This is an optimization exercise on Yosys and OpenROAD, whose aim is small area and a short achievable clock period, not a production implementation. Function was checked by simulation only, so behaviour that the tests miss may differ from the original. Power is estimated from default activity; no workload was simulated.

--- run.sh ---
#!/bin/bash
# synth_recipe.tcl (not shown) runs the flow's synth.tcl, then flattens the netlist and writes it again
# the make line also repeats each setting of config.mk as NAME=value (left out here)
make -C /OpenROAD-flow-scripts/flow DESIGN_CONFIG=/design/flow/config.mk WORK_HOME=/design/flow/orfs CLKGATE_MAP_FILE= SYNTH_SCRIPT=/design/flow/synth_recipe.tcl finish
--- config.mk ---
export PLATFORM = sky130hd
export DESIGN_NAME = processor
export DESIGN_NICKNAME = processor
export VERILOG_FILES = /design/flow/design.v
export SDC_FILE = /design/flow/constraint.sdc
export NUM_CORES = 4
export LEC_CHECK = 0
export CAP_MARGIN = 20
export CORE_MARGIN = 2
export CORE_UTILIZATION = 40
export SLEW_MARGIN = 20
--- constraint.sdc ---
create_clock -name core_clock -period 10.0 [get_ports {clock}]
set_input_delay 2.0000 -clock core_clock [delete_from_list [all_inputs] [get_ports {clock}]]
set_output_delay 2.0000 -clock core_clock [all_outputs]
set_load 0.01 [all_outputs]
--- design.v ---
`timescale 1ns / 1ps
module n_mux #(parameter WIDTH = 1)(
			input select,
			input [WIDTH - 1:0] inA,
			input [WIDTH - 1:0] inB,
			output [WIDTH - 1:0] out
			);
			assign out = select ? inA : inB;
endmodule
`timescale 1ns / 1ps
module mux_four_n #(parameter WIDTH = 1)(
			input [1:0] 		  select,
			input [WIDTH - 1:0] inA,  
			input [WIDTH - 1:0] inB,  
			input [WIDTH - 1:0] inC,  
			input [WIDTH - 1:0] inD,  
			output [WIDTH - 1:0] out
			);
			assign out = select[1] ? select[0] ? inA : inB : select[0] ? inC : inD;
endmodule
`timescale 1ns / 1ps
module sign_extender(
			input [5:0] opcode,
			input [15:0] in,
			output [31:0] out
			);
			reg [31:0] out_reg;
			assign out = out_reg;
			always @(*) begin
				if((opcode == 6'b001100)||  
					(opcode == 6'b001101)||  
					(opcode == 6'b001110)||  
					(opcode == 6'b100100)||  
					(opcode == 6'b100101))   
					begin
						out_reg <= {16'b0,in};
					end
				else out_reg <= {{16{in[15]}},in};
			end	
endmodule			
module ctr_unit(
		input [31:0] instruction,
		output [1:0] RegDst,
		output Branch,
		output re_in,
		output [1:0]MemToReg,
		output [5:0] func_in,
		output we_in,
		output ALUSrc,
		output RegWrite,
		output [1:0] jump,
		output [1:0] size_in,
		output [1:0] load_sel,
		output mem_sel
);
	reg [1:0] RegDst_reg;
	reg Branch_reg;
	reg re_in_reg;
	reg [1:0]MemToReg_reg;
	reg [5:0] func_in_reg;
	reg we_in_reg;
	reg ALUSrc_reg;
	reg RegWrite_reg;
	reg [1:0]jump_reg;
	reg [1:0] size_in_reg;
	reg [1:0] load_sel_reg;
	reg mem_sel_reg;
	assign RegDst = RegDst_reg;
	assign Branch = Branch_reg;
	assign re_in = re_in_reg;
	assign MemToReg = MemToReg_reg;
	assign func_in =func_in_reg;
	assign we_in = we_in_reg;
	assign ALUSrc = ALUSrc_reg;
	assign RegWrite = RegWrite_reg;
	assign jump = jump_reg;
	assign size_in = size_in_reg;
	assign load_sel = load_sel_reg;
	assign mem_sel = mem_sel_reg;
	always @(*)
		begin
			if(instruction[31:26] == 6'b000000)  
			begin
				load_sel_reg <= 2'b11;
				mem_sel_reg <= 1'b1;
				if((instruction[5:0] == 6'b101010) || 
					(instruction[5:0] == 6'b101011) || 
					(instruction[5:0] == 6'b000000) || 
					(instruction[5:0] == 6'b001000) || 
					(instruction[5:0] == 6'b001001))
					begin
						case(instruction[5:0])
								6'b101010: 	begin  
													func_in_reg <= 6'b101000;
													RegDst_reg <= 2'b11; 
													ALUSrc_reg <= 1'b0;
													RegWrite_reg <= 1'b1;
													re_in_reg <= 1'b0;
													Branch_reg <= 1'b0;
													size_in_reg <= 2'b11;
													jump_reg <= 2'b01;
													we_in_reg <= 1'b0;
													MemToReg_reg <= 2'b10;
												end
								6'b101011:  begin  
													func_in_reg <= 6'b101001;
													RegDst_reg <= 2'b11; 
													ALUSrc_reg <= 1'b0;
													RegWrite_reg <= 1'b1;
													re_in_reg <= 1'b0;
													Branch_reg <= 1'b0;
													size_in_reg <= 2'b11;
													jump_reg <= 2'b01;
													we_in_reg <= 1'b0;
													MemToReg_reg <= 2'b10;
												end
								6'b000000:	begin  
													func_in_reg <= 6'b100000;
													RegDst_reg <= 2'b10; 
													ALUSrc_reg <= 1'b0;
													RegWrite_reg <= 1'b0;
													re_in_reg <= 1'b0;
													Branch_reg <= 1'b0;
													size_in_reg <= 2'b11;
													jump_reg <= 2'b00;
													we_in_reg <= 1'b0;
													MemToReg_reg <= 2'b10;
												end
								6'b001000:	begin  
													func_in_reg <= 6'b111010;
													ALUSrc_reg <= 1'b0;
													re_in_reg <= 1'b0;
													Branch_reg <= 1'b0;
													size_in_reg <= 2'b11;
													jump_reg <= 2'b00;
													we_in_reg <= 1'b0;
													MemToReg_reg <= 2'b10;
													RegDst_reg <= 2'b11;
													RegWrite_reg <= 1'b1;
												end
								6'b001001:	begin  
													func_in_reg <= 6'b111010;
													ALUSrc_reg <= 1'b0;
													re_in_reg <= 1'b0;
													Branch_reg <= 1'b0;
													size_in_reg <= 2'b11;
													jump_reg <= 2'b00;
													we_in_reg <= 1'b1;
													MemToReg_reg <= 2'b00;
													RegDst_reg <= 2'b11;
													RegWrite_reg <= 1'b1;
												end
								default: begin
													func_in_reg <= instruction[5:0];
													ALUSrc_reg <= 1'b0;
													re_in_reg <= 1'b0;
													Branch_reg <= 1'b0;
													size_in_reg <= 2'b11;
													jump_reg <= 2'b01;
													we_in_reg <= 1'b0;
													MemToReg_reg <= 2'b10;
													RegDst_reg <= 2'b11;
													RegWrite_reg <= 1'b1;
											end
						endcase
					end
				else
					begin  
						func_in_reg <= instruction[5:0];
						ALUSrc_reg <= 1'b0;
						re_in_reg <= 1'b0;
						Branch_reg <= 1'b0;
						size_in_reg <= 2'b11;
						jump_reg <= 2'b01;
						we_in_reg <= 1'b0;
						MemToReg_reg <= 2'b10;
						RegDst_reg <= 2'b11;
						RegWrite_reg <= 1'b1;
					end
			end
			else if((instruction[31:26] == 6'b000010) || (instruction[31:26] == 6'b000011)) begin  
				ALUSrc_reg <= 1'b0;
				re_in_reg <= 1'b0;
				we_in_reg <= 1'b0;
				jump_reg <= 2'b11;
				MemToReg_reg <= 2'b00;
				func_in_reg <= 6'b111010;
				size_in_reg <= 2'b11;
				Branch_reg <= 1'b0;
				load_sel_reg <= 2'b11;
				mem_sel_reg <= 1'b1;
				case(instruction[31:26])
					6'b000010: begin
										RegDst_reg <= 2'b00;
										RegWrite_reg <= 1'b0;
								  end
					6'b000011: begin
										RegDst_reg <= 2'b01;
										RegWrite_reg <= 1'b1;
								  end
					default:	  begin
										RegDst_reg <= 2'b00;
										RegWrite_reg <= 1'b0;
									end
				endcase			
			end
			else begin										 
				jump_reg <= 2'b01;
				case(instruction[31:26])
					6'b100011:	begin  
										func_in_reg <= 6'b100000; 
										RegDst_reg <= 2'b10;
										ALUSrc_reg <= 1'b1;
										RegWrite_reg <= 1'b1;
										re_in_reg <= 1'b1;
										we_in_reg <= 1'b0;
										MemToReg_reg <= 2'b11;
										Branch_reg <= 1'b0;
										size_in_reg <= 2'b11;
										load_sel_reg <= 2'b11;
										mem_sel_reg <= 1'b1;
									end
					6'b101011:	begin  
										func_in_reg <= 6'b100000;
										RegDst_reg <= 2'b00;
										ALUSrc_reg <= 1'b1;
										RegWrite_reg <= 1'b0;
										re_in_reg <= 1'b0;
										we_in_reg <= 1'b1;
										MemToReg_reg <= 2'b11;
										Branch_reg <= 1'b0;
										size_in_reg <= 2'b11;
										load_sel_reg <= 2'b11;
										mem_sel_reg <= 1'b1;
									end
					6'b001000:	begin  
										func_in_reg <= 6'b100000;
										RegDst_reg <= 2'b10;
										ALUSrc_reg <= 1'b1;
										RegWrite_reg <= 1'b1;
										re_in_reg <= 1'b0;
										we_in_reg <= 1'b0;
										MemToReg_reg <= 2'b10;
										Branch_reg <= 1'b0;
										size_in_reg <= 2'b11;
										load_sel_reg <= 2'b11;
										mem_sel_reg <= 1'b1;
									end
					6'b100000:	begin  
										func_in_reg <= 6'b100000;
										RegDst_reg <= 2'b10;
										ALUSrc_reg <= 1'b1;
										RegWrite_reg <= 1'b1;
										re_in_reg <= 1'b1;
										we_in_reg <= 1'b0;
										MemToReg_reg <= 2'b11;
										Branch_reg <= 1'b0;
										size_in_reg <= 2'b00;
										load_sel_reg <= 2'b11;
										mem_sel_reg <= 1'b0;
									end
					6'b100001:	begin  
										func_in_reg <= 6'b100000;
										RegDst_reg <= 2'b10;
										ALUSrc_reg <= 1'b1;
										RegWrite_reg <= 1'b1;
										re_in_reg <= 1'b1;
										we_in_reg <= 1'b0;
										MemToReg_reg <= 2'b11;
										Branch_reg <= 1'b0;
										size_in_reg <= 2'b01;
										load_sel_reg <= 2'b10;
										mem_sel_reg <= 1'b0;
									end
					6'b101000:	begin  
										func_in_reg <= 6'b100000;
										RegDst_reg <= 2'b00;
										ALUSrc_reg <= 1'b1;
										RegWrite_reg <= 1'b0;
										re_in_reg <= 1'b0;
										we_in_reg <= 1'b1;
										MemToReg_reg <= 2'b11;
										Branch_reg <= 1'b0;
										size_in_reg <= 2'b00;
										load_sel_reg <= 2'b11;
										mem_sel_reg <= 1'b1;
									end
					6'b101001:	begin  
										func_in_reg <= 6'b100000;
										RegDst_reg <= 2'b00;
										ALUSrc_reg <= 1'b1;
										RegWrite_reg <= 1'b0;
										re_in_reg <= 1'b0;
										we_in_reg <= 1'b1;
										MemToReg_reg <= 2'b11;
										Branch_reg <= 1'b0;
										size_in_reg <= 2'b01;
										load_sel_reg <= 2'b11;
										mem_sel_reg <= 1'b1;
									end
					6'b100100:	begin  
										func_in_reg <= 6'b100000;
										RegDst_reg <= 2'b10;
										ALUSrc_reg <= 1'b1;
										RegWrite_reg <= 1'b1;
										re_in_reg <= 1'b1;
										we_in_reg <= 1'b0;
										MemToReg_reg <= 2'b11;
										Branch_reg <= 1'b0;
										size_in_reg <= 2'b00;
										load_sel_reg <= 2'b01;
										mem_sel_reg <= 1'b0;
									end
					6'b100101:	begin  
										func_in_reg <= 6'b100000;
										RegDst_reg <= 2'b10;
										ALUSrc_reg <= 1'b1;
										RegWrite_reg <= 1'b1;
										re_in_reg <= 1'b1;
										we_in_reg <= 1'b0;
										MemToReg_reg <= 2'b11;
										Branch_reg <= 1'b0;
										size_in_reg <= 2'b01;
										load_sel_reg <= 2'b00;
										mem_sel_reg <= 1'b0;
									end
					6'b000100:	begin  
										func_in_reg <= 6'b111100;
										RegDst_reg <= 2'b00;
										ALUSrc_reg <= 1'b0;
										RegWrite_reg <= 1'b0;
										re_in_reg <= 1'b0;
										we_in_reg <= 1'b0;
										MemToReg_reg <= 2'b10;
										Branch_reg <= 1'b0;
										size_in_reg <= 2'b11;
										load_sel_reg <= 2'b11;
										mem_sel_reg <= 1'b1;
									end
					6'b000101:	begin  
										func_in_reg <= 6'b111101;
										RegDst_reg <= 2'b00;
										ALUSrc_reg <= 1'b0;
										RegWrite_reg <= 1'b0;
										re_in_reg <= 1'b0;
										we_in_reg <= 1'b0;
										MemToReg_reg <= 2'b10;
										Branch_reg <= 1'b0;
										size_in_reg <= 2'b11;
										load_sel_reg <= 2'b11;
										mem_sel_reg <= 1'b1;
									end
					6'b000001:	begin  
										if(instruction[20:16] == 5'b00001)	begin  
											func_in_reg <= 6'b111000;
										end
										else if(instruction[20:16] == 5'b00000) begin  
											func_in_reg <= 6'b111001;
										end else begin
											func_in_reg <= 6'b000000;
										end
										RegDst_reg <= 2'b00;
										ALUSrc_reg <= 1'b0;
										RegWrite_reg <= 1'b0;
										re_in_reg <= 1'b0;
										we_in_reg <= 1'b0;
										MemToReg_reg <= 2'b10;
										Branch_reg <= 1'b0;
										size_in_reg <= 2'b11;
										load_sel_reg <= 2'b11;
										mem_sel_reg <= 1'b1;
									end
					6'b000110:	begin  
										func_in_reg <= 6'b111110;
										RegDst_reg <= 2'b00;
										ALUSrc_reg <= 1'b0;
										RegWrite_reg <= 1'b0;
										re_in_reg <= 1'b0;
										we_in_reg <= 1'b0;
										MemToReg_reg <= 2'b10;
										Branch_reg <= 1'b0;
										size_in_reg <= 2'b11;
										load_sel_reg <= 2'b11;
										mem_sel_reg <= 1'b1;
									end
					6'b000111:	begin  
										func_in_reg <= 6'b111111;
										RegDst_reg <= 2'b00;
										ALUSrc_reg <= 1'b0;
										RegWrite_reg <= 1'b0;
										re_in_reg <= 1'b0;
										we_in_reg <= 1'b0;
										MemToReg_reg <= 2'b10;
										Branch_reg <= 1'b0;
										size_in_reg <= 2'b11;
										load_sel_reg <= 2'b11;
										mem_sel_reg <= 1'b1;
									end
					6'b001001:	begin  
										func_in_reg <= 6'b100001;
										RegDst_reg <= 2'b10;
										ALUSrc_reg <= 1'b1;
										RegWrite_reg <= 1'b1;
										re_in_reg <= 1'b0;
										we_in_reg <= 1'b0;
										MemToReg_reg <= 2'b10;
										Branch_reg <= 1'b0;
										size_in_reg <= 2'b11;
										load_sel_reg <= 2'b11;
										mem_sel_reg <= 1'b1;
									end
					6'b001100:	begin  
										func_in_reg <= 6'b100100;
										RegDst_reg <= 2'b10;
										ALUSrc_reg <= 1'b1;
										RegWrite_reg <= 1'b1;
										re_in_reg <= 1'b0;
										we_in_reg <= 1'b0;
										MemToReg_reg <= 2'b10;
										Branch_reg <= 1'b0;
										size_in_reg <= 2'b11;
										load_sel_reg <= 2'b11;
										mem_sel_reg <= 1'b1;
									end
					6'b001101:	begin  
										func_in_reg <= 6'b100101;
										RegDst_reg <= 2'b10;
										ALUSrc_reg <= 1'b1;
										RegWrite_reg <= 1'b1;
										re_in_reg <= 1'b0;
										we_in_reg <= 1'b0;
										MemToReg_reg <= 2'b10;
										Branch_reg <= 1'b0;
										size_in_reg <= 2'b11;
										load_sel_reg <= 2'b11;
										mem_sel_reg <= 1'b1;
									end
					6'b001110:	begin  
										func_in_reg <= 6'b100110;
										RegDst_reg <= 2'b10;
										ALUSrc_reg <= 1'b1;
										RegWrite_reg <= 1'b1;
										re_in_reg <= 1'b0;
										we_in_reg <= 1'b0;
										MemToReg_reg <= 2'b10;
										Branch_reg <= 1'b0;
										size_in_reg <= 2'b11;
										load_sel_reg <= 2'b11;
										mem_sel_reg <= 1'b1;
									end
					6'b001111:	begin  
										func_in_reg <= 6'b100000;  
										RegDst_reg <= 2'b10;
										ALUSrc_reg <= 1'b1;
										RegWrite_reg <= 1'b1;
										re_in_reg <= 1'b0;
										we_in_reg <= 1'b0;
										MemToReg_reg <= 2'b01;
										Branch_reg <= 1'b0;
										size_in_reg <= 2'b01;
										load_sel_reg <= 2'b11;
										mem_sel_reg <= 1'b1;
									end
					default: begin
										func_in_reg <= 6'b100000;  
										RegDst_reg <= 2'b10;
										ALUSrc_reg <= 1'b1;
										RegWrite_reg <= 1'b0;
										re_in_reg <= 1'b0;
										we_in_reg <= 1'b0;
										MemToReg_reg <= 2'b01;
										Branch_reg <= 1'b0;
										size_in_reg <= 2'b01;
										load_sel_reg <= 2'b11;
										mem_sel_reg <= 1'b1;
								end
				endcase
			end
		end
endmodule
`timescale 1ns / 1ps
module register(
			input clk,
			input rst,
			input [4:0] read1,
			input [4:0] read2,
			input [4:0] write,
			input  we,
			input [31:0] write_data,
			output [31:0] read_data1,
			output [31:0] read_data2
			);
			reg [31:0] registers [0:31];  
			wire [31:0] rd1_raw = registers[read1];
			wire [31:0] rd2_raw = registers[read2];
			assign read_data1 = rst ? 32'b0 : (we && write != 5'b00000 && write == read1) ? write_data : rd1_raw;
			assign read_data2 = rst ? 32'b0 : (we && write != 5'b00000 && write == read2) ? write_data : rd2_raw;
			integer k;
			always @(posedge clk)
			   begin
				if(rst)
					begin
						for (k = 0; k < 32; k = k + 1)
							registers[k] <= 0;
					end
				else if(we)
					begin
						if(write != 5'b00000)
							begin
								registers[write] <= write_data;
							end
					end
				end
endmodule
`timescale 1ns / 1ps
module alu(
	input [5:0] Func_in, 
	input [31:0] A_in, 
	input [31:0] B_in,
	output reg [31:0] O_out,
	output reg Branch_out, 
	output reg Jump_out
);
	reg [31:0]	AdderInputB;
	reg			AdderCarryIn;
	reg [31:0]	AdderOut;
	reg [31:0] LogicOut;
	reg [31:0] SltOut;
	reg [31:0] BranchOut;
	reg Sign;
	reg Zero;
	reg LTZ;
	reg LEZ;
	reg GTZ;
	reg GEZ;
	reg Eq;
	reg DoBranch,DoJump;
	always @(*) begin
		if (Func_in[1]) begin
			AdderInputB = ~B_in;
		end else begin
			AdderInputB = B_in;
		end
		AdderOut = A_in + AdderInputB + Func_in[1];
		case (Func_in[1:0])
			2'b00:
			LogicOut = A_in & B_in;
			2'b01:
			LogicOut = A_in | B_in;
			2'b10:
			LogicOut = A_in ^ B_in;
			2'b11:
			LogicOut = ~(A_in | B_in);
		endcase
		if (Func_in[0]) begin
			SltOut = A_in < B_in;
		end else begin
			SltOut = $signed(A_in) < $signed(B_in);
		end
		BranchOut = A_in;
		Sign = A_in[31];
		Zero = A_in[31:0] == 32'b0;
		LTZ = Sign;
		LEZ = Sign || Zero;
		GTZ = ~Sign && ~Zero;
		GEZ = ~Sign;
		Eq = A_in == B_in;
		DoBranch = 1'b0;
		DoJump = 1'b0;
		case (Func_in[2:0])
			3'b000:  
				DoBranch = LTZ;
			3'b001:  
				DoBranch = GEZ;
			3'b010:  
				DoJump = 1'b1;
			3'b011:  
				DoJump = 1'b1;
			3'b100:  
				DoBranch = Eq;
			3'b101:  
				DoBranch = ~Eq;				
			3'b110:  
				DoBranch = LEZ;
			3'b111:  
				DoBranch = GTZ;
			default:
				DoBranch = 1'b0;
		endcase
		Branch_out = 1'b0;
		Jump_out = 1'b0;
		if (Func_in[5:2] == 4'b1000) begin
			O_out = AdderOut;
		end else if (Func_in[5:2] == 4'b1001) begin
			O_out = LogicOut;
		end else if (Func_in[5:3] == 3'b101) begin
			O_out = SltOut;
		end else if (Func_in[5:3] == 3'b111) begin
			O_out = BranchOut;
			Branch_out = DoBranch;
			Jump_out = DoJump;
		end else begin
			O_out = 32'b0;
		end
	end
endmodule
`timescale 1ns / 1ps
module pc (
			input clk,
			input rst,
			input [31:0]PC_next,
			output [31:0] PC_out
			);
			reg [31:0] PC_reg;
			parameter [31:0] rst_value = 32'h003FFFFC;
			assign PC_out = PC_reg;
			always @(posedge clk)
			begin
				if(rst)
					begin
						PC_reg <= rst_value;
					end
				else PC_reg <= PC_next;
			end
endmodule
`timescale 1ns/1ps
module pc_jumper(
			input [31:0] instruction,
			input [31:0] PC_add_four,
			input [31:0] sign_extend,
			input [31:0] read_data1,
			input [1:0] jump,
			output [31:0] PC_jump
			); 
			wire [31:0] j_type;
			wire [31:0] branch;
			reg [31:0] branch_reg;
			assign branch = branch_reg;
			assign j_type = {PC_add_four[31:28],instruction[25:0],2'b00};
			mux_four_n #(.WIDTH(32)) pc_jump_mux(
						.select(jump),
						.inA(j_type),
						.inB(j_type),
						.inC(branch),
						.inD(read_data1),
						.out(PC_jump)
						);
			always@(*)begin
				branch_reg = (sign_extend << 2) + PC_add_four;
			end
endmodule
module loader(
				input [31:0] mem_out,
				input [1:0] load_sel,
				input mem_sel,
				input [1:0] pos,
				output [31:0] load_out
			);
			wire [31:0] load;
			wire [31:0] lb;
			wire [31:0] lh;
			wire [31:0] lbu;
			wire [31:0] lhu;
			reg [31:0] lb_reg;
			reg [31:0] lh_reg;
			reg [31:0] lbu_reg;
			reg [31:0] lhu_reg;
			assign lb = lb_reg;
			assign lh = lh_reg;
			assign lbu = lbu_reg;
			assign lhu = lhu_reg;
			always @(*) begin
				case(pos)
					2'b00:begin
								lb_reg <={{24{mem_out[7]}},mem_out[7:0]};
								lh_reg <={{16{mem_out[15]}},mem_out[15:0]};
								lbu_reg <={24'b0,mem_out[7:0]};
								lhu_reg <={16'b0,mem_out[15:0]};
							end
					2'b01:begin
								lb_reg <={{24{mem_out[15]}},mem_out[15:8]};
								lh_reg <={{16{mem_out[15]}},mem_out[15:0]};
								lbu_reg <={24'b0,mem_out[15:8]};
								lhu_reg <={16'b0,mem_out[15:0]};
							end
					2'b10:begin
								lb_reg <={{24{mem_out[23]}},mem_out[23:16]};
								lh_reg <={{16{mem_out[31]}},mem_out[31:16]};
								lbu_reg <={24'b0,mem_out[23:16]};
								lhu_reg <={16'b0,mem_out[31:16]};
							end
					2'b11:begin
								lb_reg <={{24{mem_out[31]}},mem_out[31:24]};
								lh_reg <={{16{mem_out[31]}},mem_out[31:16]};
								lbu_reg <={24'b0,mem_out[31:24]};
								lhu_reg <={16'b0,mem_out[31:16]};
							end
					default: begin
									lb_reg <={{24{mem_out[7]}},mem_out[7:0]};
									lh_reg <={{16{mem_out[15]}},mem_out[15:0]};
									lbu_reg <={24'b0,mem_out[7:0]};
									lhu_reg <={16'b0,mem_out[15:0]};
								end
				endcase
			end
			mux_four_n #(.WIDTH(32))
				loader_mux(
				.select(load_sel),
				.inA(lb),
				.inB(lh),
				.inC(lbu),
				.inD(lhu),
				.out(load)
				);
			n_mux #(.WIDTH(32))
				mem_mux(
				.select(mem_sel),
				.inA(mem_out),
				.inB(load),
				.out(load_out)
				);
endmodule
`timescale 1ns / 1ps
module serial_buffer	(
	input	clock,
	input	reset,
	input [31:0] addr_in,
	output reg [31:0] data_out,
	input	re_in,
	input [31:0] data_in,
	input we_in,
	input	s_data_valid_in,  
	input [7:0] s_data_in,
	input	s_data_ready_in,  
	output s_rden_out,
	output [7:0] s_data_out,
	output s_wren_out
	);
	parameter MEM_ADDR = 16'hffff;
	always @(*) begin
		case(addr_in[3:2])
			2'h0:
				data_out = {31'b0, s_data_valid_in};
			2'h1:
				data_out = {24'b0, s_data_in};
			2'h2:
				data_out = {31'b0, s_data_ready_in};
			2'h3:
				data_out = {32'b0};
		endcase
	end
	reg	read_en;
	reg	write_en;
	reg [7:0] sbyte;
	assign s_rden_out = read_en;
	assign s_wren_out = write_en;
	assign s_data_out = sbyte;
	always @(posedge clock) begin
		if (reset) begin
			read_en <= 1'b0;
			write_en <= 1'b0;
			sbyte <= 8'b0;
		end else begin
			read_en <= 1'b0;
			write_en <= 1'b0;
			if (addr_in[31:16] == MEM_ADDR) begin
				if (re_in && (addr_in[3:2] == 2'h1)) begin  
					read_en <= 1'b0;
				end
				if (we_in && (addr_in[3:2] == 2'h3)) begin  
					sbyte <= data_in[7:0];
					write_en <= 1'b1;
				end
			end
		end
	end
endmodule
`timescale 1ns / 1ps
module data_memory(
	input clock,
	input reset,
	input		[31:0]	addr_in,
	input		[31:0]	writedata_in,
	input					re_in,
	input					we_in,
	input		[1:0]		size_in,
	output	reg [31:0]	readdata_out,
	input		[7:0]		serial_in,
	input					serial_ready_in,
	input					serial_valid_in,
	output	[7:0]		serial_out,
	output				serial_rden_out,
	output				serial_wren_out,
	output	[31:0]	dmem_addr,
	output	[31:0]	dmem_wdata,
	output	reg [3:0]	dmem_wstrb,
	input		[31:0]	dmem_rdata
);
	wire	[31:0]	data_readdata_serial;
	wire	[31:0]	data_readdata_data;
	wire	[31:0]	data_readdata_stack;
	always @(*) begin
		case(addr_in[31:16])
			16'h1000:
				readdata_out <= data_readdata_data;
			16'h7fff:
				readdata_out <= data_readdata_stack;
			16'hffff:
				readdata_out <= data_readdata_serial;
			default:
				readdata_out <= 32'b0;
		endcase
	end
	assign data_readdata_data = dmem_rdata;
	assign data_readdata_stack = dmem_rdata;
	assign dmem_addr = addr_in;
	reg [3:0] rowWE;
	always @(*) begin
		case(size_in)
			2'b00: rowWE <= { addr_in[1:0] == 3, addr_in[1:0] == 2, addr_in[1:0] == 1, addr_in[1:0] == 0 };
			2'b01: rowWE <= { {2{addr_in[1:0] == 2}}, {2{addr_in[1:0]==0}}};
			2'b10: rowWE <= 4'b0000;  
			2'b11: rowWE <= { {4{addr_in[1:0] == 0}} };
		endcase
	end
	reg	[31:0]	write_data;
	assign dmem_wdata = write_data;
	always @(*) begin
		case(size_in)
			2'b00: write_data <= {writedata_in[7:0], writedata_in[7:0], writedata_in[7:0], writedata_in[7:0]};
			2'b01: write_data <= {writedata_in[15:0], writedata_in[15:0]};
			default: write_data <= writedata_in[31:0];
		endcase
	end
	always @(*) begin
		if (reset || !we_in) dmem_wstrb = 4'b0000;
		else dmem_wstrb = rowWE;
	end
	serial_buffer	
		#(
		.MEM_ADDR(16'hffff)
		)
		ser
		(
		.clock(clock),
		.reset(reset),
		.addr_in(addr_in),
		.data_out(data_readdata_serial),
		.re_in(re_in),
		.data_in(writedata_in),
		.we_in(we_in),
		.s_data_valid_in(serial_valid_in),
		.s_data_ready_in(serial_ready_in),
		.s_data_in(serial_in),
		.s_rden_out(serial_rden_out),
		.s_data_out(serial_out),
		.s_wren_out(serial_wren_out)
	);
endmodule
`timescale 1ns / 1ps
module instruction_fetch(
						input clk,
						input rst,
						input	PC_mux_sel,
						input [31:0] PC_jump,
						input stall,
						output reg [31:0] PC_add_four_out,
						output reg [31:0] instruction_out,
						output [31:0] imem_addr,
						input [31:0] imem_rdata
						);
	reg [31:0] PC_add_four_reg;
	wire [31:0] instruction;
	wire [31:0] PC_add_four;
	wire [31:0] PC_next;
	wire [31:0] PC;
	assign PC_add_four = PC_add_four_reg;
	always @(posedge clk) begin
		if(PC_mux_sel) begin
			PC_add_four_out <= 32'b0;
			instruction_out <= 32'b0;
		end else begin
			PC_add_four_out <= PC_add_four;
			instruction_out <= instruction;
		end
	end
	always @(*) begin
		if(stall) begin
			PC_add_four_reg <= PC;
		end else begin
			PC_add_four_reg <= PC + 32'd4;
		end
	end
	n_mux #(.WIDTH(32))
				PC_mux(
				.select(PC_mux_sel),
				.inA(PC_jump),
				.inB(PC_add_four),
				.out(PC_next)
				);
	pc program_counter(
				.clk(clk),
				.rst(rst),
				.PC_next(PC_next),
				.PC_out(PC)
				);
	reg [31:0] rom_out;
	assign imem_addr = PC_next;
	assign instruction = {rom_out[7:0],rom_out[15:8],rom_out[23:16],rom_out[31:24]};  
	always @(posedge clk) begin
		if (rst) begin
			rom_out <= 32'h00000000;
		end else begin
			rom_out <= imem_rdata;
		end
	end
endmodule
module Instruction_decode(
				input clk,
				input rst,
				input forward1,
				input forward2,
				input BorJ,
				input [31:0] instruction_if,
				input [31:0] PC_add_four_if,
				input [4:0] write_data_in_in,
				input RegWrite_in,
				input [31:0] write_data,
				output reg [31:0] instruction_out,
				output reg [31:0] PC_add_four_out,
				output reg [31:0] sign_extend_out,
				output reg [31:0] read_data1_out,
				output reg [31:0] read_data2_out,
				output reg [4:0] write_data_in_out,
				output reg re_in_out,
				output reg [1:0] MemToReg_out,
				output reg [5:0] func_in_out,
				output reg we_in_out,
				output reg ALUSrc_out,
				output reg RegWrite_out,
				output reg [1:0] jump_out,
				output reg [1:0] size_in_out,
				output reg[1:0] load_sel_out,
				output reg mem_sel_out,
				output reg stall_out
				);
	wire Branch;
	wire [31:0] sign_extend;
	wire [31:0] read_data1;
	wire [31:0] read_data2;
	wire [4:0] write_data_in;
	wire [1:0] RegDst;
	wire re_in;
	wire [1:0] MemToReg;
	wire [5:0] func_in;
	wire we_in;
	wire ALUSrc;
	wire RegWrite;
	wire [1:0] jump;
	wire [1:0] size_in;
	wire [1:0] load_sel;
	wire mem_sel;
	wire stall;
	reg stall_reg;
	assign stall = stall_reg;
	wire [31:0] instruction_stall;
	wire [31:0] PC_add_four_stall;
	reg [31:0] instruction_stall_reg;
	reg [31:0] PC_add_four_stall_reg;
	assign instruction_stall = instruction_stall_reg;
	assign PC_add_four_stall = PC_add_four_stall_reg;
	wire [31:0] instruction;
	wire [31:0] PC_add_four;
	reg [31:0] instruction_reg;
	reg [31:0] PC_add_four_reg;
	assign instruction = instruction_reg;
	assign PC_add_four = PC_add_four_reg;
	always @(posedge clk) begin
		instruction_stall_reg <= instruction_if;
		PC_add_four_stall_reg <= PC_add_four_if;
		stall_reg <= stall_out;
	end
	always @(*) begin
		if(stall) begin
			instruction_reg <= instruction_stall;
			PC_add_four_reg <=  PC_add_four_stall;
		end else begin
			instruction_reg <= instruction_if;
			PC_add_four_reg <= PC_add_four_if;
		end
	end
	always @(*) begin
		if(instruction_out[20:16] == 5'b00000) begin
			stall_out <= 1'b0;
		end
		else if((instruction_out[31:26] == 6'b100011) ||
			(instruction_out[31:26] == 6'b100000) ||
			(instruction_out[31:26] == 6'b100001) ||
			(instruction_out[31:26] == 6'b100100) ||
			(instruction_out[31:26] == 6'b100101) ||
			(instruction_out[31:26] == 6'b001111)
			) begin
			case(instruction[31:26])
				6'b000000: begin  
									if((instruction[25:21] == instruction_out[20:16]) || (instruction[20:16] == instruction_out[20:16])) begin
										stall_out <= 1'b1;
									end else begin
										stall_out <= 1'b0;
									end
								end
				6'b101011: begin  
									if((instruction[25:21] == instruction_out[20:16]) || (instruction[20:16] == instruction_out[20:16])) begin
										stall_out <= 1'b1;
									end else begin
										stall_out <= 1'b0;
									end
								end
				6'b101000: begin  
									if((instruction[25:21] == instruction_out[20:16]) || (instruction[20:16] == instruction_out[20:16])) begin
										stall_out <= 1'b1;
									end else begin
										stall_out <= 1'b0;
									end
								end
				6'b101001: begin  
									if((instruction[25:21] == instruction_out[20:16]) || (instruction[20:16] == instruction_out[20:16])) begin
										stall_out <= 1'b1;
									end else begin
										stall_out <= 1'b0;
									end
								end
				default: begin
									if(instruction[25:21] == instruction_out[20:16]) begin
										stall_out <= 1'b1;
									end else begin
										stall_out <= 1'b0;
									end
								end
			endcase
			end
			else begin
				stall_out <= 1'b0;
			end
	end
	always @(posedge clk) begin
		if(stall_out || BorJ) begin
			instruction_out <= 32'b0;
			PC_add_four_out <= 32'b0;
			sign_extend_out <= 32'b0;
			read_data1_out <= 32'b0;
			read_data2_out <= 32'b0;
			write_data_in_out <= 5'b0;
			re_in_out <= 1'b0;
			MemToReg_out <= 2'b0;
			func_in_out <= 6'b0;
			we_in_out <= 1'b0;
			ALUSrc_out <=  1'b0;
			RegWrite_out <= 1'b0;
			jump_out <= 2'b0;
			size_in_out <= 2'b0;
			load_sel_out <= 2'b0;
			mem_sel_out <= 1'b0;
		end else begin
			instruction_out <= instruction;
			PC_add_four_out <= PC_add_four;
			sign_extend_out <= sign_extend;
			read_data1_out <= read_data1;
			read_data2_out <= read_data2;
			write_data_in_out <= write_data_in;
			re_in_out <= re_in;
			MemToReg_out <= MemToReg;
			func_in_out <= func_in;
			we_in_out <= we_in;
			ALUSrc_out <=  ALUSrc;
			RegWrite_out <= RegWrite;
			jump_out <= jump;
			size_in_out <= size_in;
			load_sel_out <= load_sel;
			mem_sel_out <= mem_sel;
		end
	end
	mux_four_n #(.WIDTH(5))
				write_mux(
				.select(RegDst),
				.inA(instruction[15:11]),
				.inB(instruction[20:16]),
				.inC(5'b11111),
				.inD(5'b11111),
				.out(write_data_in)
				);
	ctr_unit ctr(
				.instruction(instruction),
				.RegDst(RegDst),
				.Branch(Branch),
				.re_in(re_in),
				.func_in(func_in),
				.MemToReg(MemToReg),
				.we_in(we_in),
				.ALUSrc(ALUSrc),
				.RegWrite(RegWrite),
				.jump(jump),
				.size_in(size_in),
				.load_sel(load_sel),
				.mem_sel(mem_sel)
				);
	register registers(	
				.clk(clk),
				.rst(rst),
				.we(RegWrite_in),
				.read1(instruction[25:21]),
				.read2(instruction[20:16]),
				.write(write_data_in_in),
				.write_data(write_data),
				.read_data1(read_data1),
				.read_data2(read_data2)
				);
	sign_extender se(
				.opcode(instruction[31:26]),
				.in(instruction[15:0]),
				.out(sign_extend)
				);
endmodule
module execution (
				input clk,
				input [31:0] instruction_wb,
				input [31:0] write_data_wb,
				input [4:0] write_data_in_mem,
				input RegWrite_mem,
				input [31:0] alu_out_mem,
				input [31:0] instruction,
				input [31:0] PC_add_four,
				input [31:0] sign_extend,
				input [31:0] read_data1,
				input [31:0] read_data2,
				input [4:0] write_data_in,
				input re_in,
				input [1:0] MemToReg,
				input [5:0] func_in,
				input we_in,
				input ALUSrc,
				input RegWrite,
				input [1:0] jump,
				input [1:0] size_in,
				input [1:0] load_sel,
				input mem_sel,
				output reg [31:0] instruction_out,
				output reg [4:0] write_data_in_out,
				output reg RegWrite_out,
				output reg re_in_out,
				output reg we_in_out,
				output reg [1:0] MemToReg_out,
				output reg [1:0] size_in_out,
				output reg [1:0] load_sel_out,
				output reg mem_sel_out,
				output reg [31:0] PC_jump_out,
				output reg [31:0] alu_out_out,
				output reg [31:0] read_data2_out,
				output reg [31:0] PC_add_four_out,
				output reg BorJ,
				output reg forward1,
				output reg forward2
				);
	wire [31:0] alu_in_b;
	wire [31:0] PC_jump;
	wire [31:0] alu_out;
	wire BranchOut;
	wire JumpOut;
	wire [31:0] read_data2_fi;
	reg [31:0] read_data2_fi_reg;
	assign read_data2_fi = read_data2_fi_reg;
	wire [31:0] alu_in_a;
	reg [31:0] alu_in_a_reg;
	assign alu_in_a = alu_in_a_reg;
	wire [31:0] alu_in_b_fi;
	reg [31:0] alu_in_b_fi_reg;
	assign alu_in_b_fi = alu_in_b_fi_reg;
	reg [4:0] write_data_in_reg;
	reg [31:0] alu_out_reg;
	reg RegWrite_reg;
	wire [4:0] write_data_in_reg_wire;
	wire [31:0] alu_out_reg_wire;
	wire RegWrite_reg_wire;
	assign write_data_in_reg_wire = write_data_in_reg;
	assign alu_out_reg_wire = alu_out_reg;
	assign RegWrite_reg_wire = RegWrite_reg;
	always @(posedge clk) begin
		write_data_in_reg <= write_data_in;
		alu_out_reg <= alu_out;
		RegWrite_reg <= RegWrite;
		if(BorJ) begin
			write_data_in_out <= 5'b0;
			RegWrite_out <= 1'b0;
			re_in_out <= 1'b0;
			we_in_out <= 1'b0;
			MemToReg_out <= 2'b0;
			size_in_out <= 2'b0;
			load_sel_out <= 2'b0;
			mem_sel_out <= 1'b0;
			PC_jump_out <= 32'b0;
			alu_out_out <= 32'b0;
			read_data2_out <= 32'b0;
			BorJ <= 1'b0;
			instruction_out <= 32'b0;
			PC_add_four_out <= 32'b0;
		end else begin
			write_data_in_out <= write_data_in;
			RegWrite_out <= RegWrite;
			re_in_out <= re_in;
			we_in_out <= we_in;
			MemToReg_out <= MemToReg;
			size_in_out <= size_in;
			load_sel_out <= load_sel;
			mem_sel_out <= mem_sel;
			PC_jump_out <= PC_jump;
			alu_out_out <= alu_out;
			read_data2_out <= read_data2_fi;
			BorJ <= BranchOut || JumpOut;
			instruction_out <= instruction;
			PC_add_four_out <= PC_add_four;
		end
	end
	always @(*) begin
		if(((instruction_wb[31:26] == 6'b100011) ||
			(instruction_wb[31:26] == 6'b100000) ||
			(instruction_wb[31:26] == 6'b100001) ||
			(instruction_wb[31:26] == 6'b100100) ||
			(instruction_wb[31:26] == 6'b100101) ||
			(instruction_wb[31:26] == 6'b001111)) && ((instruction[25:21] == instruction_wb[20:16]) || (instruction[20:16] == instruction_wb[20:16]))
			) begin  
			case(instruction[31:26]) 
				6'b000000: begin
									read_data2_fi_reg <= read_data2;
									if(instruction[25:21] == instruction_wb[20:16]) begin
										alu_in_a_reg <= write_data_wb;
										forward1 <= 1'b1;
										if((instruction[20:16] == write_data_in_reg_wire) && RegWrite_reg_wire) begin
											alu_in_b_fi_reg <= alu_out_reg_wire;
											forward2 <= 1'b1;
										end else begin
											alu_in_b_fi_reg <= alu_in_b;
											forward2 <= 1'b0;
										end
									end else begin
										alu_in_a_reg <= read_data1;
										forward1 <= 1'b0;
									end
									if(instruction[20:16] == instruction_wb[20:16]) begin
										alu_in_b_fi_reg <= write_data_wb;
										forward2 <= 1'b1;
										if((instruction[25:21] == write_data_in_reg_wire) && RegWrite_reg_wire) begin
											alu_in_a_reg <= alu_out_reg_wire;
											forward1 <= 1'b1;
										end else begin
											alu_in_a_reg <= read_data1;
											forward1 <= 1'b0;
										end
									end else begin
										alu_in_b_fi_reg <= alu_in_b;
										forward2 <= 1'b0;
									end
								end
				6'b101011: begin  
									if(instruction[25:21] == instruction_wb[20:16]) begin
										alu_in_a_reg <= write_data_wb;
										forward1 <= 1'b1;
									end else begin
										alu_in_a_reg <= read_data1;
										forward1 <= 1'b0;
									end
									if(instruction[20:16] == instruction_wb[20:16]) begin
										alu_in_b_fi_reg <= alu_in_b;
										forward2 <= 1'b1;
										read_data2_fi_reg <= write_data_wb;
									end else begin
										alu_in_b_fi_reg <= alu_in_b;
										forward2 <= 1'b0;
										read_data2_fi_reg <= read_data2;
									end
								end
				6'b101000: begin  
									if(instruction[25:21] == instruction_wb[20:16]) begin
										alu_in_a_reg <= write_data_wb;
										forward1 <= 1'b1;
									end else begin
										alu_in_a_reg <= read_data1;
										forward1 <= 1'b0;
									end
									if(instruction[20:16] == instruction_wb[20:16]) begin
										alu_in_b_fi_reg <= alu_in_b;
										forward2 <= 1'b1;
										read_data2_fi_reg <= write_data_wb;
									end else begin
										alu_in_b_fi_reg <= alu_in_b;
										forward2 <= 1'b0;
										read_data2_fi_reg <= read_data2;
									end
								end
				6'b101001: begin  
									if(instruction[25:21] == instruction_wb[20:16]) begin
										alu_in_a_reg <= write_data_wb;
										forward1 <= 1'b1;
									end else begin
										alu_in_a_reg <= read_data1;
										forward1 <= 1'b0;
									end
									if(instruction[20:16] == instruction_wb[20:16]) begin
										alu_in_b_fi_reg <= alu_in_b;
										forward2 <= 1'b1;
										read_data2_fi_reg <= write_data_wb;
									end else begin
										alu_in_b_fi_reg <= alu_in_b;
										forward2 <= 1'b0;
										read_data2_fi_reg <= read_data2;
									end
								end
				default: begin
									if(instruction[25:21] == instruction_wb[20:16]) begin
										alu_in_a_reg <= write_data_wb;
										forward1 <= 1'b1;
									end else begin
										alu_in_a_reg <= read_data1;
										forward1 <= 1'b0;
									end
									alu_in_b_fi_reg <= alu_in_b;
									forward2 <= 1'b0;
									read_data2_fi_reg <= read_data2;
								end
			endcase
		end else begin
			if((instruction[25:21] == write_data_in_reg_wire) && RegWrite_reg_wire) begin
				alu_in_a_reg <= alu_out_reg_wire;
				forward1 <= 1'b1;
			end else begin
				if((instruction[25:21] == write_data_in_mem) && RegWrite_mem) begin
					alu_in_a_reg <= alu_out_mem;
					forward1 <= 1'b1;
				end else begin
					alu_in_a_reg <= read_data1;
					forward1 <= 1'b0;
				end
			end
			case(instruction[31:26])
				6'b000000: begin
							read_data2_fi_reg <= read_data2;
							if((instruction[20:16] == write_data_in_reg_wire) && RegWrite_reg_wire) begin
								alu_in_b_fi_reg <= alu_out_reg_wire;
								forward2 <= 1'b1;
							end else begin
								if((instruction[20:16] == write_data_in_mem) && RegWrite_mem) begin
									alu_in_b_fi_reg <= alu_out_mem;
									forward2 <= 1'b1;
								end else begin
									alu_in_b_fi_reg <= alu_in_b;
									forward2 <= 1'b0;
								end
							end
						end
				6'b101011: begin  
								if((instruction[20:16] == write_data_in_reg_wire) && RegWrite_reg_wire) begin
									alu_in_b_fi_reg <= alu_in_b;
									read_data2_fi_reg <= alu_out_reg_wire;
									forward2 <= 1'b1;
								end else begin
									if((instruction[20:16] == write_data_in_mem) && RegWrite_mem) begin
										alu_in_b_fi_reg <= alu_in_b;
										forward2 <= 1'b1;
										read_data2_fi_reg <= alu_out_mem;
									end else begin
										alu_in_b_fi_reg <= alu_in_b;
										forward2 <= 1'b0;
										read_data2_fi_reg <= read_data2;
									end
								end
							end
				6'b101000: begin  
								if((instruction[20:16] == write_data_in_reg_wire) && RegWrite_reg_wire) begin
									alu_in_b_fi_reg <= alu_in_b;
									read_data2_fi_reg <= alu_out_reg_wire;
									forward2 <= 1'b1;
								end else begin
									if((instruction[20:16] == write_data_in_mem) && RegWrite_mem) begin
										alu_in_b_fi_reg <= alu_in_b;
										forward2 <= 1'b1;
										read_data2_fi_reg <= alu_out_mem;
									end else begin
										alu_in_b_fi_reg <= alu_in_b;
										forward2 <= 1'b0;
										read_data2_fi_reg <= read_data2;
									end
								end
							end
				6'b101001: begin  
								if((instruction[20:16] == write_data_in_reg_wire) && RegWrite_reg_wire) begin
									alu_in_b_fi_reg <= alu_in_b;
									read_data2_fi_reg <= alu_out_reg_wire;
									forward2 <= 1'b1;
								end else begin
									if((instruction[20:16] == write_data_in_mem) && RegWrite_mem) begin
										alu_in_b_fi_reg <= alu_in_b;
										forward2 <= 1'b1;
										read_data2_fi_reg <= alu_out_mem;
									end else begin
										alu_in_b_fi_reg <= alu_in_b;
										forward2 <= 1'b0;
										read_data2_fi_reg <= read_data2;
									end
								end
							end
				6'b000100: begin  
							read_data2_fi_reg <= read_data2;
							if((instruction[20:16] == write_data_in_reg_wire) && RegWrite_reg_wire) begin
								alu_in_b_fi_reg <= alu_out_reg_wire;
								forward2 <= 1'b1;
							end else begin
								if((instruction[20:16] == write_data_in_mem) && RegWrite_mem) begin
									alu_in_b_fi_reg <= alu_out_mem;
									forward2 <= 1'b1;
								end else begin
									alu_in_b_fi_reg <= alu_in_b;
									forward2 <= 1'b0;
								end
							end
						end
				6'b000101: begin  
							read_data2_fi_reg <= read_data2;
							if((instruction[20:16] == write_data_in_reg_wire) && RegWrite_reg_wire) begin
								alu_in_b_fi_reg <= alu_out_reg_wire;
								forward2 <= 1'b1;
							end else begin
								if((instruction[20:16] == write_data_in_mem) && RegWrite_mem) begin
									alu_in_b_fi_reg <= alu_out_mem;
									forward2 <= 1'b1;
								end else begin
									alu_in_b_fi_reg <= alu_in_b;
									forward2 <= 1'b0;
								end
							end
						end
				default: begin
								alu_in_b_fi_reg <= alu_in_b;
								forward2 <= 1'b0;
								read_data2_fi_reg <= read_data2;
							end
			endcase
		end
	end
	n_mux #(.WIDTH(32))
			alu_mux(
			.select(ALUSrc),
			.inA(sign_extend),
			.inB(read_data2),
			.out(alu_in_b)
			);
	pc_jumper pc_jumper(
				.instruction(instruction),
				.PC_add_four(PC_add_four),
				.sign_extend(sign_extend),
				.read_data1(alu_in_a),
				.jump(jump),
				.PC_jump(PC_jump)
				);
	alu alu(
		.Func_in(func_in),
		.A_in(alu_in_a),
		.B_in(alu_in_b_fi),
		.O_out(alu_out),
		.Branch_out(BranchOut),
		.Jump_out(JumpOut)	
		);	
endmodule
module Memory (
				input [7:0] serial_in,
				input serial_valid_in,
				input serial_ready_in,
				input [31:0] instruction,
				input [31:0] PC_add_four,
				input clk,
				input rst,
				input [4:0] write_data_in,
				input RegWrite,
				input re_in,
				input we_in,
				input [1:0] MemToReg,
				input [1:0] size_in,
				input [1:0] load_sel,
				input mem_sel,
				input [31:0] alu_out,
				input [31:0] read_data2,
				output reg [31:0] instruction_out,
				output reg [4:0] write_data_in_out,
				output reg RegWrite_out,
				output reg [1:0] MemToReg_out,
				output reg [1:0] load_sel_out,
				output reg mem_sel_out,
				output reg [31:0] memory_out_out,
				output reg [31:0] alu_out_out,
				output reg [31:0] PC_add_four_out,
				output reg [7:0] serial_out_out,
				output reg serial_rden_out_out,
				output reg serial_wren_out_out,
				output [31:0] dmem_addr,
				output [31:0] dmem_wdata,
				output [3:0] dmem_wstrb,
				input [31:0] dmem_rdata
			);
			wire [31:0] memory_out;
			wire [7:0] serial_out;
			wire serial_rden_out;
			wire serial_wren_out;
			always @(posedge clk) begin
				write_data_in_out <= write_data_in;
				RegWrite_out <= RegWrite;
				MemToReg_out <= MemToReg;
				load_sel_out <= load_sel;
				mem_sel_out <= mem_sel;
				memory_out_out <= memory_out;
				alu_out_out <= alu_out;
				serial_out_out <= serial_out;
				serial_rden_out_out <= serial_rden_out;
				serial_wren_out_out <= serial_wren_out;
				instruction_out <= instruction;
				PC_add_four_out <= PC_add_four;
			end
			data_memory
				rom (
				 .clock(clk),
				 .reset(rst),
				.addr_in(alu_out),
				.writedata_in(read_data2),
				.re_in(re_in),
				.we_in(we_in),
				.size_in(size_in),
				.readdata_out(memory_out),
				.serial_in(serial_in),
				.serial_ready_in(serial_ready_in),
				.serial_valid_in(serial_valid_in),
				.serial_out(serial_out),
				.serial_rden_out(serial_rden_out),
				.serial_wren_out(serial_wren_out),
				.dmem_addr(dmem_addr),
				.dmem_wdata(dmem_wdata),
				.dmem_wstrb(dmem_wstrb),
				.dmem_rdata(dmem_rdata)
				);
endmodule
module Write_Back(
					input [31:0] instruction,
					input [31:0] PC_add_four,
					input [1:0] MemToReg,
					input [1:0] load_sel,
					input mem_sel,
					input [31:0] memory_out,
					input [31:0] alu_out,
					output [31:0] write_data
					);
	wire [31:0] load_out;
	mux_four_n #(.WIDTH(32))
				write_data_mux(
				.select(MemToReg),
				.inA(load_out),
				.inB(alu_out),
				.inC({instruction[15:0],16'b0}),
				.inD(PC_add_four),
				.out(write_data)
				);
	loader loader(
				.mem_out(memory_out),
				.load_sel(load_sel),
				.mem_sel(mem_sel),
				.pos(alu_out[1:0]),
				.load_out(load_out)
			);
endmodule
`timescale 1ns / 1ps
module processor(
		input clock,
		input reset,
		input [7:0] serial_in,
		input serial_valid_in,
		input serial_ready_in,
		output [7:0] serial_out,
		output serial_rden_out,
		output serial_wren_out,
		output [31:0] imem_addr,
		input [31:0] imem_rdata,
		output [31:0] dmem_addr,
		output [31:0] dmem_wdata,
		output [3:0] dmem_wstrb,
		input [31:0] dmem_rdata
);
	wire [31:0] PC_jump;
	wire [31:0] write_data;
	wire [31:0] read_data1;
	wire [31:0] read_data2_id;
	wire [31:0] read_data2_exe;
	wire [31:0] memory_out;
	wire [31:0] alu_out_exe;
	wire [31:0] alu_out_mem;
	wire [31:0] sign_extend;
	wire ALUSrc;
	wire [5:0] ALUop;
	wire [1:0] jump;
	wire [4:0] write_data_in_out_id;
	wire [4:0] write_data_in_out_exe;
	wire [4:0] write_data_in_out_mem;
	wire RegWrite_out_id;
	wire RegWrite_out_exe;
	wire RegWrite_out_mem;
	wire [31:0] instruction_out_id;
	wire [31:0] instruction_out_if;
	wire [31:0] instruction_out_exe;
	wire [31:0] instruction_out_mem;
	wire [31:0] PC_add_four_out_if;
	wire [31:0] PC_add_four_out_id;
	wire [31:0] PC_add_four_out_exe;
	wire [31:0] PC_add_four_out_mem;
	wire re_in_out_id;
	wire re_in_out_exe;
	wire we_in_out_id;
	wire we_in_out_exe;
	wire [1:0] MemToReg_out_id;
	wire [1:0] MemToReg_out_exe;
	wire [1:0] MemToReg_out_mem;
	wire [1:0] size_in_out_id;
	wire [1:0] size_in_out_exe;
	wire [1:0] load_sel_out_id;
	wire [1:0] load_sel_out_exe;
	wire [1:0] load_sel_out_mem;
	wire mem_sel_out_id;
	wire mem_sel_out_exe;
	wire mem_sel_out_mem;
	wire BorJ;
	wire stall;
	wire forward1;
	wire forward2;
	instruction_fetch IF(
						.clk(clock),
						.rst(reset),
						.PC_mux_sel(BorJ),
						.PC_jump(PC_jump),
						.stall(stall),
						.PC_add_four_out(PC_add_four_out_if),
						.instruction_out(instruction_out_if),
						.imem_addr(imem_addr),
						.imem_rdata(imem_rdata)
						);
	 Instruction_decode ID(
				.clk(clock),
				.rst(reset),
				.forward1(forward1),
				.forward2(forward2),
				.BorJ(BorJ),
				.instruction_if(instruction_out_if),
				.PC_add_four_if(PC_add_four_out_if),
				.write_data_in_in(write_data_in_out_mem),
				.RegWrite_in(RegWrite_out_mem),
				.write_data(write_data),
				.instruction_out(instruction_out_id),
				.PC_add_four_out(PC_add_four_out_id),
				.sign_extend_out(sign_extend),
				.read_data1_out(read_data1),
				.read_data2_out(read_data2_id),
				.write_data_in_out(write_data_in_out_id),
				.re_in_out(re_in_out_id),
				.MemToReg_out(MemToReg_out_id),
				.func_in_out(ALUop),
				.we_in_out(we_in_out_id),
				.ALUSrc_out(ALUSrc),
				.RegWrite_out(RegWrite_out_id),
				.jump_out(jump),
				.size_in_out(size_in_out_id),
				.load_sel_out(load_sel_out_id),
				.mem_sel_out(mem_sel_out_id),
				.stall_out(stall)
				);
	execution EXE(
				.clk(clock),
				.instruction_wb(instruction_out_mem),
				.write_data_wb(write_data),
				.write_data_in_mem(write_data_in_out_mem),
				.RegWrite_mem(RegWrite_out_mem),
				.alu_out_mem(alu_out_mem),
				.instruction(instruction_out_id),
				.PC_add_four(PC_add_four_out_id),
				.sign_extend(sign_extend),
				.read_data1(read_data1),
				.read_data2(read_data2_id),
				.write_data_in(write_data_in_out_id),
				.re_in(re_in_out_id),
				.MemToReg(MemToReg_out_id),
				.func_in(ALUop),
				.we_in(we_in_out_id),
				.ALUSrc(ALUSrc),
				.RegWrite(RegWrite_out_id),
				.jump(jump),
				.size_in(size_in_out_id),
				.load_sel(load_sel_out_id),
				.mem_sel(mem_sel_out_id),
				.instruction_out(instruction_out_exe),
				.write_data_in_out(write_data_in_out_exe),
				.RegWrite_out(RegWrite_out_exe),
				.re_in_out(re_in_out_exe),
				.we_in_out(we_in_out_exe),
				.MemToReg_out(MemToReg_out_exe),
				.size_in_out(size_in_out_exe),
				.load_sel_out(load_sel_out_exe),
				.mem_sel_out(mem_sel_out_exe),
				.PC_jump_out(PC_jump),
				.alu_out_out(alu_out_exe),
				.read_data2_out(read_data2_exe),
				.PC_add_four_out(PC_add_four_out_exe),
				.BorJ(BorJ),
				.forward1(forward1),
				.forward2(forward2)
				);
	Memory MEM(
				.serial_in(serial_in),
				.serial_valid_in(serial_valid_in),
				.serial_ready_in(serial_ready_in),
				.instruction(instruction_out_exe),
				.PC_add_four(PC_add_four_out_exe),
				.clk(clock),
				.rst(reset),
				.write_data_in(write_data_in_out_exe),
				.RegWrite(RegWrite_out_exe),
				.re_in(re_in_out_exe),
				.we_in(we_in_out_exe),
				.MemToReg(MemToReg_out_exe),
				.size_in(size_in_out_exe),
				.load_sel(load_sel_out_exe),
				.mem_sel(mem_sel_out_exe),
				.alu_out(alu_out_exe),
				.read_data2(read_data2_exe),
				.instruction_out(instruction_out_mem),
				.write_data_in_out(write_data_in_out_mem),
				.RegWrite_out(RegWrite_out_mem),
				.MemToReg_out(MemToReg_out_mem),
				.load_sel_out(load_sel_out_mem),
				.mem_sel_out(mem_sel_out_mem),
				.memory_out_out(memory_out),
				.alu_out_out(alu_out_mem),
				.PC_add_four_out(PC_add_four_out_mem),
				.serial_out_out(serial_out),
				.serial_rden_out_out(serial_rden_out),
				.serial_wren_out_out(serial_wren_out),
				.dmem_addr(dmem_addr),
				.dmem_wdata(dmem_wdata),
				.dmem_wstrb(dmem_wstrb),
				.dmem_rdata(dmem_rdata)
			);
	Write_Back WB(
				.instruction(instruction_out_mem),
				.PC_add_four(PC_add_four_out_mem),
				.MemToReg(MemToReg_out_mem),
				.load_sel(load_sel_out_mem),
				.mem_sel(mem_sel_out_mem),
				.memory_out(memory_out),
				.alu_out(alu_out_mem),
				.write_data(write_data)
				);
endmodule
==> run summary <==
Area Overhead vs Synth 12.6%; global placement routability congestion 1.02; final standard cell area without fillers 0.0981 mm2; first-pass GRT wire length 510000 um; Slew Limit Fails 0; insertion delay to the later sink of the worst-skew pair 0.89 ns; combined global-route utilization of all metal layers 31.8%; cts-stage hold buffer count 0; final-layout setup total negative slack 0 ns; final critical-path share of the clock period 78.7%; number of buffers on the longest clock path 3; antenna violations before repair 28; post-synthesis average cell area 9.84 um2; area of the mapped netlist 0.0871 mm2; post-synthesis async set-or-reset flop share 0%; number of flip-flops under the largest register name 1024; Rel. slew slack 14.0%; # setup viols final 0; sort of element at the end of the critical path output pin; area share of the largest cell type after synthesis 35.3%; Vias/cell 6.19; PnR worst setup slack 2.13 ns; worst setup timing slack at the placement stage 2.99 ns; number of setup buffers added after CTS 0; clock sinks 1729; final core area utilization 45.3%; path type of the worst min-delay path register to register; worst path required time 8.00 ns; H-Tree Level Count 4; Ports 186; max-capacitance violation count 0; setup repair after global routing missed its margin no; CTS tree built; number of distinct standard cells referenced by the synthesized netlist 104; placed cell areas 0.0920 mm2; instance count after placement with tap cells included 11400; vias in the first global route 69100; biggest area consumer among synthesized cells sky130_fd_sc_hd__edfxtp_1; top cells by area, synth sky130_fd_sc_hd__edfxtp_1, sky130_fd_sc_hd__dfxtp_1, sky130_fd_sc_hd__mux4_2, sky130_fd_sc_hd__nand2_1, sky130_fd_sc_hd__nor2_1; standard-cell rows 171; static leakage power 36.6 nW; number of gates resized after cts 0; Worst R2R Setup Slack 2.91 ns; CP Class register to output pin; timing-limited maximum frequency 127 MHz; Worst R2R Start MEM.alu_out_out[1]; delay contributed by the slowest stage of the critical path 0.85 ns; Seq/Total Area, Yosys 51.5%; initial detailed-routing violation count 10200; Chip Width 471 um; Tot Pwr 23.0 mW; slew at the pin with the worst max-slew slack 1.28 ns; Core ar. 0.217 mm2; total power per unit cell area 235 mW/mm2; Cells after Synth 8855; worst supply voltage drop on vdd 0.000198 V; Die ar. 0.222 mm2; register with the most flip-flops ID.registers.registers; count of warnings emitted by yosys 13; most common flop cell mapped by yosys sky130_fd_sc_hd__edfxtp_1; DRC 0; final-stage net count 8926; Remaining Overflow, GRT 0; CTS clk-pin slew, worst paths 0.07 ns; layout filler cell count 20300; y dimension of the die 471 um; Setup crit start kind register; result of the run finished clean; Root Buffer Master sky130_fd_sc_hd__clkbuf_16; CP Max Fanout 43; CTS buffer count 183; post-DR wirelength/cell 30.9 um; Finished Layout Cells 11700; count of buffer and inverter cells on the critical path 3; Post-DP HPWL 230000 um; CP cell instances mux2i_4 -> buf_4 -> xor2_1 -> nand4_1 -> or4_1 -> a2111oi_4 -> buf_4 -> nand4b_2 -> or3_1 -> nor4_1 -> xor2_1 -> mux2_2 -> clkdlybuf4s50_1; share of final-layout standard cells stronger than drive strength 1 11.5%; post-detailed-routing wire length 362000 um; Data arrival, critical path 5.87 ns; top cells by count, synth sky130_fd_sc_hd__nand2_1, sky130_fd_sc_hd__nor2_1, sky130_fd_sc_hd__edfxtp_1; Seq cells post-synth 1729; largest net degree at the start of global routing 117; number of synthesized flops with an enable pin 1024; Initial DRT Pass Iterations 17; clock period minus worst slack 7.87 ns; worst clock skew 0.0918 ns; number of hold violations in the final report 0; most instantiated library cell after synthesis sky130_fd_sc_hd__nand2_1; starting density of the core 40.2%; tightest hold margin 0.302 ns; Max stage delay cell, worst path sky130_fd_sc_hd__dfxtp_4; Port Buffers 184; family with the most delay on the worst path simple AND/OR/NAND/NOR gates; origin of the worst setup path ID.stall_reg; antenna-violating nets left 0; Worst Hold Launch EXE.write_data_in_out[4]; total number of vias 72500
logic make-up (layout without fill, tap and decap cells):
group / count (synthesis) / count (layout) / share of synthesized area, %
DFF: 1729 / 1729 / 51.5
xor gates and xnor gates: 163 / 163 / 1.64
AOI/OAI and AO/OA: 1361 / 1361 / 10.7
and+or+nand+nor: 4000 / 4000 / 20.0
muxes: 505 / 505 / 9.68
adders and majority gates: 158 / 158 / 2.29
other: 1 / 46 / 0.00430
buffers and inverters: 938 / 892 / 4.11
final cells by class:
| cell class | instances | area, um2 | share of cell area [%] |
|---|---|---|---|
| diodes | 13 | 32.5 | 0.0332 |
| clock buffers | 235 | 4970 | 5.07 |
| clock inverters | 99 | 1040 | 1.06 |
| inverters | 149 | 559 | 0.570 |
| multi-input cells | 6220 | 39300 | 40.1 |
| flip-flops and latches | 1729 | 44900 | 45.8 |
| well taps | 2854 | 3570 | 3.64 |
| repair buffers | 409 | 3690 | 3.76 |
worst reg2reg max path, delay by kind of cell, from the launching register on:
| kind | cells | cell delay (ns) |
|---|---|---|
| AOI/OAI and AO/OA | 12 | 3.28 |
| xor gates and xnor gates | 1 | 0.15 |
| adders and majority gates | 1 | 0.52 |
| buffers and inverters | 3 | 1.09 |
| DFF | 1 | 0.31 |
| muxes | 1 | 0.45 |
| and+or+nand+nor | 3 | 1.23 |
power breakdown:
part	switching [mW]	internal [mW]
clock	3.07	3.78
sequential	0.989	8.36
combinational	4.59	2.26
total	8.65	14.4
placed cells by master, fill, tap and decap left out, types with 180 or more instances in the layout:
cell	instances
sky130_fd_sc_hd__nand2_1	1512
sky130_fd_sc_hd__o21ai_0	180
sky130_fd_sc_hd__mux4_2	257
sky130_fd_sc_hd__edfxtp_1	1024
sky130_fd_sc_hd__a21oi_1	337
sky130_fd_sc_hd__nor2_1	1328
sky130_fd_sc_hd__a311oi_1	226
sky130_fd_sc_hd__clkbuf_16	184
sky130_fd_sc_hd__nor2b_1	229
sky130_fd_sc_hd__nand3_1	366
sky130_fd_sc_hd__and3_1	206
sky130_fd_sc_hd__dfxtp_1	697
sky130_fd_sc_hd__buf_4	213
sky130_fd_sc_hd__clkdlybuf4s50_1	183
routing by layer:
metal,routed length [um],global-route usage [%],vias to the layer above
li1,-,-,31000
met1,133000,40.0,35400
met2,157000,47.6,5016
met3,42700,8.73,1059
met4,28800,21.8,22
met5,149,0,-
final timing paths:
path	end	depth (start not counted)
max reg2reg	EXE.alu_out_out[30]	21
max	imem_addr[25]	13
min reg2reg	MEM.write_data_in_out[4]	0
min	MEM.write_data_in_out[4]	0

-- separate check: timing with driven ports --
In the flow no input, the clock included, has a driving cell. The finished layout below was timed again as built, in two steps. Step 1: set_driving_cell puts a clkbuf_16 on clock and a buf_2 on each other input, an assumption about the parent block. Step 2, shift: input delay + t, output delay - t, t = (earliest + latest rising clock arrival at the registers) / 2. This alone moves slack from input paths to output paths. a / b / c = ideal ports / drivers / drivers and shift; a / b = the first two.
t, ns: 0.934
slack for setup (ns): 2.132 / 2.040 / 2.915
worst setup path at the end: register to register
cell pins on the clock port's net: 1
After both steps this run still meets setup and hold. For this run, drivers alone change the setup slack by -0.092 ns; drivers and shift together by +0.783 ns.
